This is an optimization exercise on Yosys and OpenROAD, whose aim is small area, not a production implementation.
At most, simulation tests tie the RTL to the original design; equivalence was not proved.

==> v28 <==
// top
module top (
    input  wire clk,
    input  wire rst_n,
    input  wire start,
    input  wire preload_valid,
    input  wire [5:0] preload_addr,
    input  wire [7:0] preload_data,
    input  wire [63:0] x_vector_flat,
    output wire [127:0] result_flat
);
==> flow/config.mk <==
export PLATFORM = sky130hd
export DESIGN_NAME = top
export DESIGN_NICKNAME = top
export VERILOG_FILES = /design/flow/design.v
export SDC_FILE = /design/flow/constraint.sdc
export NUM_CORES = 4
export LEC_CHECK = 0
export CAP_MARGIN = 20
export CORE_MARGIN = 2
export CORE_UTILIZATION = 40
export SLEW_MARGIN = 20
export SYNTH_HIERARCHICAL = 1
export SYNTH_MINIMUM_KEEP_SIZE = 0
==> flow/constraint.sdc <==
create_clock -name core_clock -period 10.0 [get_ports {clk}]
set_input_delay 2.0000 -clock core_clock [delete_from_list [all_inputs] [get_ports {clk}]]
set_output_delay 2.0000 -clock core_clock [all_outputs]
set_load 0.01 [all_outputs]
standard.sh (not shown) runs the stock make flow with config.mk's settings and CLKGATE_MAP_FILE= SYNTH_SCRIPT=/design/flow/synth_recipe.tcl, a recipe that flattens the netlist after the stock synthesis.
==> flow/flow/run.sh <==
#!/bin/bash
# The standard ORFS layout (the standard.sh, standard synthesis), with:
#  - port buffers made with buf_1 instead of the default delay buffer;
#  - clock tree synthesis with clkbuf_4, sink clusters of up to 8 within
#    50 um, and no dummy loads.
# make's output goes to standard.log; ORFS keeps each step's log under orfs/logs.
set -euo pipefail
bash standard.sh \
  BUFFER_PORTS_ARGS="-buffer_cell sky130_fd_sc_hd__buf_1" \
  CTS_ARGS="-sink_clustering_enable -repair_clock_nets -dont_use_dummy_load -buf_list sky130_fd_sc_hd__clkbuf_4 -sink_clustering_size 8 -sink_clustering_max_diameter 50" \
  finish > standard.log 2>&1
==> v3 (differences from v28) <==
--- a/flow/design.v
+++ b/flow/design.v
@@ -1011,119 +1011,17 @@
     wire a4_s593, a4_c594;
     fa_cell u_a4_s593 (.a(~(wt4[7] & x4[7])), .b(m4_c566), .c(~(a3[14])), .s(a4_s593), .co(a4_c594));
     wire a4_s595, a4_c596;
     assign a4_s595 = ~(1'b0 ^ ~(a3[15]));
     assign a4_c596 = 1'b0 | ~(a3[15]);
     wire a4_s597, a4_c598;
     assign a4_s597 = ~(1'b0 ^ ~(a3[15]));
     assign a4_c598 = 1'b0 | ~(a3[15]);
-    wire sk4_p0 = ~(wt4[0] & x4[0]) ^ ~(a3[0]);
-    wire sk4_g0 = ~(wt4[0] & x4[0]) & ~(a3[0]);
-    wire sk4_p1 = ~(a3[1]) ^ a4_s567;
-    wire sk4_g1 = ~(a3[1]) & a4_s567;
-    wire sk4_p2 = a4_c568 ^ a4_s569;
-    wire sk4_g2 = a4_c568 & a4_s569;
-    wire sk4_p3 = a4_c570 ^ a4_s571;
-    wire sk4_g3 = a4_c570 & a4_s571;
-    wire sk4_p4 = a4_c572 ^ a4_s573;
-    wire sk4_g4 = a4_c572 & a4_s573;
-    wire sk4_p5 = a4_c574 ^ a4_s575;
-    wire sk4_g5 = a4_c574 & a4_s575;
-    wire sk4_p6 = a4_c576 ^ a4_s577;
-    wire sk4_g6 = a4_c576 & a4_s577;
-    wire sk4_p7 = a4_c578 ^ a4_s579;
-    wire sk4_g7 = a4_c578 & a4_s579;
-    wire sk4_p8 = a4_c580 ^ a4_s581;
-    wire sk4_g8 = a4_c580 & a4_s581;
-    wire sk4_p9 = a4_c582 ^ a4_s583;
-    wire sk4_g9 = a4_c582 & a4_s583;
-    wire sk4_p10 = a4_c584 ^ a4_s585;
-    wire sk4_g10 = a4_c584 & a4_s585;
-    wire sk4_p11 = a4_c586 ^ a4_s587;
-    wire sk4_g11 = a4_c586 & a4_s587;
-    wire sk4_p12 = a4_c588 ^ a4_s589;
-    wire sk4_g12 = a4_c588 & a4_s589;
-    wire sk4_p13 = a4_c590 ^ a4_s591;
-    wire sk4_g13 = a4_c590 & a4_s591;
-    wire sk4_p14 = a4_c592 ^ a4_s593;
-    wire sk4_g14 = a4_c592 & a4_s593;
-    wire sk4_p15 = a4_c594 ^ a4_s595;
-    wire sk4_g15 = a4_c594 & a4_s595;
-    wire sk4_p16 = a4_c596 ^ a4_s597;
-    wire sk4_g16 = a4_c596 & a4_s597;
-    wire sk4_g0c = sk4_g0 | sk4_p0;
-    wire sk4_S1 = sk4_g1 | (sk4_p1 & sk4_g0c);
-    wire sk4_Q1 = sk4_p1 & sk4_p0;
-    wire sk4_S2 = sk4_g3 | (sk4_p3 & sk4_g2);
-    wire sk4_Q2 = sk4_p3 & sk4_p2;
-    wire sk4_S3 = sk4_g5 | (sk4_p5 & sk4_g4);
-    wire sk4_Q3 = sk4_p5 & sk4_p4;
-    wire sk4_S4 = sk4_g7 | (sk4_p7 & sk4_g6);
-    wire sk4_Q4 = sk4_p7 & sk4_p6;
-    wire sk4_S5 = sk4_g9 | (sk4_p9 & sk4_g8);
-    wire sk4_Q5 = sk4_p9 & sk4_p8;
-    wire sk4_S6 = sk4_g11 | (sk4_p11 & sk4_g10);
-    wire sk4_Q6 = sk4_p11 & sk4_p10;
-    wire sk4_S7 = sk4_g13 | (sk4_p13 & sk4_g12);
-    wire sk4_Q7 = sk4_p13 & sk4_p12;
-    wire sk4_S8 = sk4_g15 | (sk4_p15 & sk4_g14);
-    wire sk4_Q8 = sk4_p15 & sk4_p14;
-    wire sk4_S9 = sk4_g2 | (sk4_p2 & sk4_S1);
-    wire sk4_Q9 = sk4_p2 & sk4_Q1;
-    wire sk4_S10 = sk4_S2 | (sk4_Q2 & sk4_S1);
-    wire sk4_Q10 = sk4_Q2 & sk4_Q1;
-    wire sk4_S11 = sk4_g6 | (sk4_p6 & sk4_S3);
-    wire sk4_Q11 = sk4_p6 & sk4_Q3;
-    wire sk4_S12 = sk4_S4 | (sk4_Q4 & sk4_S3);
-    wire sk4_Q12 = sk4_Q4 & sk4_Q3;
-    wire sk4_S13 = sk4_g10 | (sk4_p10 & sk4_S5);
-    wire sk4_Q13 = sk4_p10 & sk4_Q5;
-    wire sk4_S14 = sk4_S6 | (sk4_Q6 & sk4_S5);
-    wire sk4_Q14 = sk4_Q6 & sk4_Q5;
-    wire sk4_S15 = sk4_g14 | (sk4_p14 & sk4_S7);
-    wire sk4_Q15 = sk4_p14 & sk4_Q7;
-    wire sk4_S16 = sk4_S8 | (sk4_Q8 & sk4_S7);
-    wire sk4_Q16 = sk4_Q8 & sk4_Q7;
-    wire sk4_S17 = sk4_g4 | (sk4_p4 & sk4_S10);
-    wire sk4_Q17 = sk4_p4 & sk4_Q10;
-    wire sk4_S18 = sk4_S3 | (sk4_Q3 & sk4_S10);
-    wire sk4_Q18 = sk4_Q3 & sk4_Q10;
-    wire sk4_S19 = sk4_S11 | (sk4_Q11 & sk4_S10);
-    wire sk4_Q19 = sk4_Q11 & sk4_Q10;
-    wire sk4_S20 = sk4_S12 | (sk4_Q12 & sk4_S10);
-    wire sk4_Q20 = sk4_Q12 & sk4_Q10;
-    wire sk4_S21 = sk4_g12 | (sk4_p12 & sk4_S14);
-    wire sk4_Q21 = sk4_p12 & sk4_Q14;
-    wire sk4_S22 = sk4_S7 | (sk4_Q7 & sk4_S14);
-    wire sk4_Q22 = sk4_Q7 & sk4_Q14;
-    wire sk4_S23 = sk4_S15 | (sk4_Q15 & sk4_S14);
-    wire sk4_Q23 = sk4_Q15 & sk4_Q14;
-    wire sk4_S24 = sk4_S16 | (sk4_Q16 & sk4_S14);
-    wire sk4_Q24 = sk4_Q16 & sk4_Q14;
-    wire sk4_S25 = sk4_g8 | (sk4_p8 & sk4_S20);
-    wire sk4_Q25 = sk4_p8 & sk4_Q20;
-    wire sk4_S26 = sk4_S5 | (sk4_Q5 & sk4_S20);
-    wire sk4_Q26 = sk4_Q5 & sk4_Q20;
-    wire sk4_S27 = sk4_S13 | (sk4_Q13 & sk4_S20);
-    wire sk4_Q27 = sk4_Q13 & sk4_Q20;
-    wire sk4_S28 = sk4_S14 | (sk4_Q14 & sk4_S20);
-    wire sk4_Q28 = sk4_Q14 & sk4_Q20;
-    wire sk4_S29 = sk4_S21 | (sk4_Q21 & sk4_S20);
-    wire sk4_Q29 = sk4_Q21 & sk4_Q20;
-    wire sk4_S30 = sk4_S22 | (sk4_Q22 & sk4_S20);
-    wire sk4_Q30 = sk4_Q22 & sk4_Q20;
-    wire sk4_S31 = sk4_S23 | (sk4_Q23 & sk4_S20);
-    wire sk4_Q31 = sk4_Q23 & sk4_Q20;
-    wire sk4_S32 = sk4_S24 | (sk4_Q24 & sk4_S20);
-    wire sk4_Q32 = sk4_Q24 & sk4_Q20;
-    wire sk4_S33 = sk4_g16 | (sk4_p16 & sk4_S32);
-    wire sk4_Q33 = sk4_p16 & sk4_Q32;
-    wire [16:0] sk4_sum = {(sk4_p16 ^ sk4_S32), (sk4_p15 ^ sk4_S31), (sk4_p14 ^ sk4_S30), (sk4_p13 ^ sk4_S29), (sk4_p12 ^ sk4_S28), (sk4_p11 ^ sk4_S27), (sk4_p10 ^ sk4_S26), (sk4_p9 ^ sk4_S25), (sk4_p8 ^ sk4_S20), (sk4_p7 ^ sk4_S19), (sk4_p6 ^ sk4_S18), (sk4_p5 ^ sk4_S17), (sk4_p4 ^ sk4_S10), (sk4_p3 ^ sk4_S9), (sk4_p2 ^ sk4_S1), (sk4_p1 ^ sk4_g0c), (sk4_p0 ^ 1'b1)};
-    wire [16:0] s4 = ~sk4_sum;
+    wire [16:0] s4 = ~({a4_c596, a4_c594, a4_c592, a4_c590, a4_c588, a4_c586, a4_c584, a4_c582, a4_c580, a4_c578, a4_c576, a4_c574, a4_c572, a4_c570, a4_c568, ~(a3[1]), ~(wt4[0] & x4[0])} + {a4_s597, a4_s595, a4_s593, a4_s591, a4_s589, a4_s587, a4_s585, a4_s583, a4_s581, a4_s579, a4_s577, a4_s575, a4_s573, a4_s571, a4_s569, a4_s567, ~(a3[0])} + 17'd1);
     wire [15:0] a4 = (s4[16] != s4[15]) ? (s4[16] ? 16'h8000 : 16'h7fff) : s4[15:0];
     wire m5_s599, m5_c600;
     assign m5_s599 = ~(~(wt5[0] & x5[6]) ^ ~(wt5[1] & x5[5]));
     or_cell u_m5_c600 (.a(~(wt5[0] & x5[6])), .b(~(wt5[1] & x5[5])), .y(m5_c600));
     wire m5_s601, m5_c602;
     fa_cell u_m5_s601 (.a((wt5[0] & x5[7])), .b(~(wt5[1] & x5[6])), .c(~(wt5[2] & x5[5])), .s(m5_s601), .co(m5_c602));
     wire m5_s603, m5_c604;
     assign m5_s603 = ~(~(wt5[3] & x5[4]) ^ ~(wt5[4] & x5[3]));
==> impl_metrics.py <==
metrics = {
    "clocking": {
        "cts.clk_slew.worst_paths_ns": 0.09,
    },
    "detailed_routing": {
        "wl_met2_um": 53700,
        "met3_wirelength_um": 5970,
    },
    "timing": {
        "final_period_minus_worst_setup_slack_ns": 9.35,
    },
    "placed_design": {
        "post-place-cells": 4855,
    },
    "setup_path": {
        "worst-path-stages": 33,
    },
    "outcome": {
        "status": "timing/DRC/antenna clean",
    },
    "layout": {
        "multiInputGateArea_sq_um": 20600,
    },
}
-- figures above: v28

==> impl_metrics.py <==
metrics = {
    "outcome": {
        "status": "timing/DRC/antenna clean",
    },
    "detailed_routing": {
        "met3_wirelength_um": 8650,
    },
    "placed_design": {
        "post-place-cells": 4738,
    },
    "setup_path": {
        "setup.worst_path.class": "reg -> reg",
        "worst-path-stages": 32,
    },
    "clocking": {
        "cts.clk_slew.worst_paths_ns": 0.08,
    },
    "timing": {
        "final_period_minus_worst_setup_slack_ns": 9.41,
    },
    "layout": {
        "multiInputGateArea_sq_um": 19800,
    },
}
-- figures above: v3

Function not checked in v28: the RTL went through the layout flow alone.

==> what the ideal ports hide <==
Ports are ideal in the flow. The routed layouts listed here were re-timed in OpenROAD. Step 1 assumes that a clkbuf_16 drives the clock port and a buf_2 every other input. Step 2 moves the port delays by t, midway between the first and last clock arrival at a register: inputs arrive t later, outputs are due t later. That takes back most of the time a late clock gives input paths. Slacks: ideal ports / drivers / drivers and shift; pairs: ideal ports / drivers.
run | t (ns) | setup WS [ns] | worst setup path at the end
v28 | 0.981 | 0.655 / 0.655 / 0.655 | register to register
v3 | 0.995 | 0.592 / 0.592 / 0.592 | register to register
After both steps every run listed still meets setup and hold.
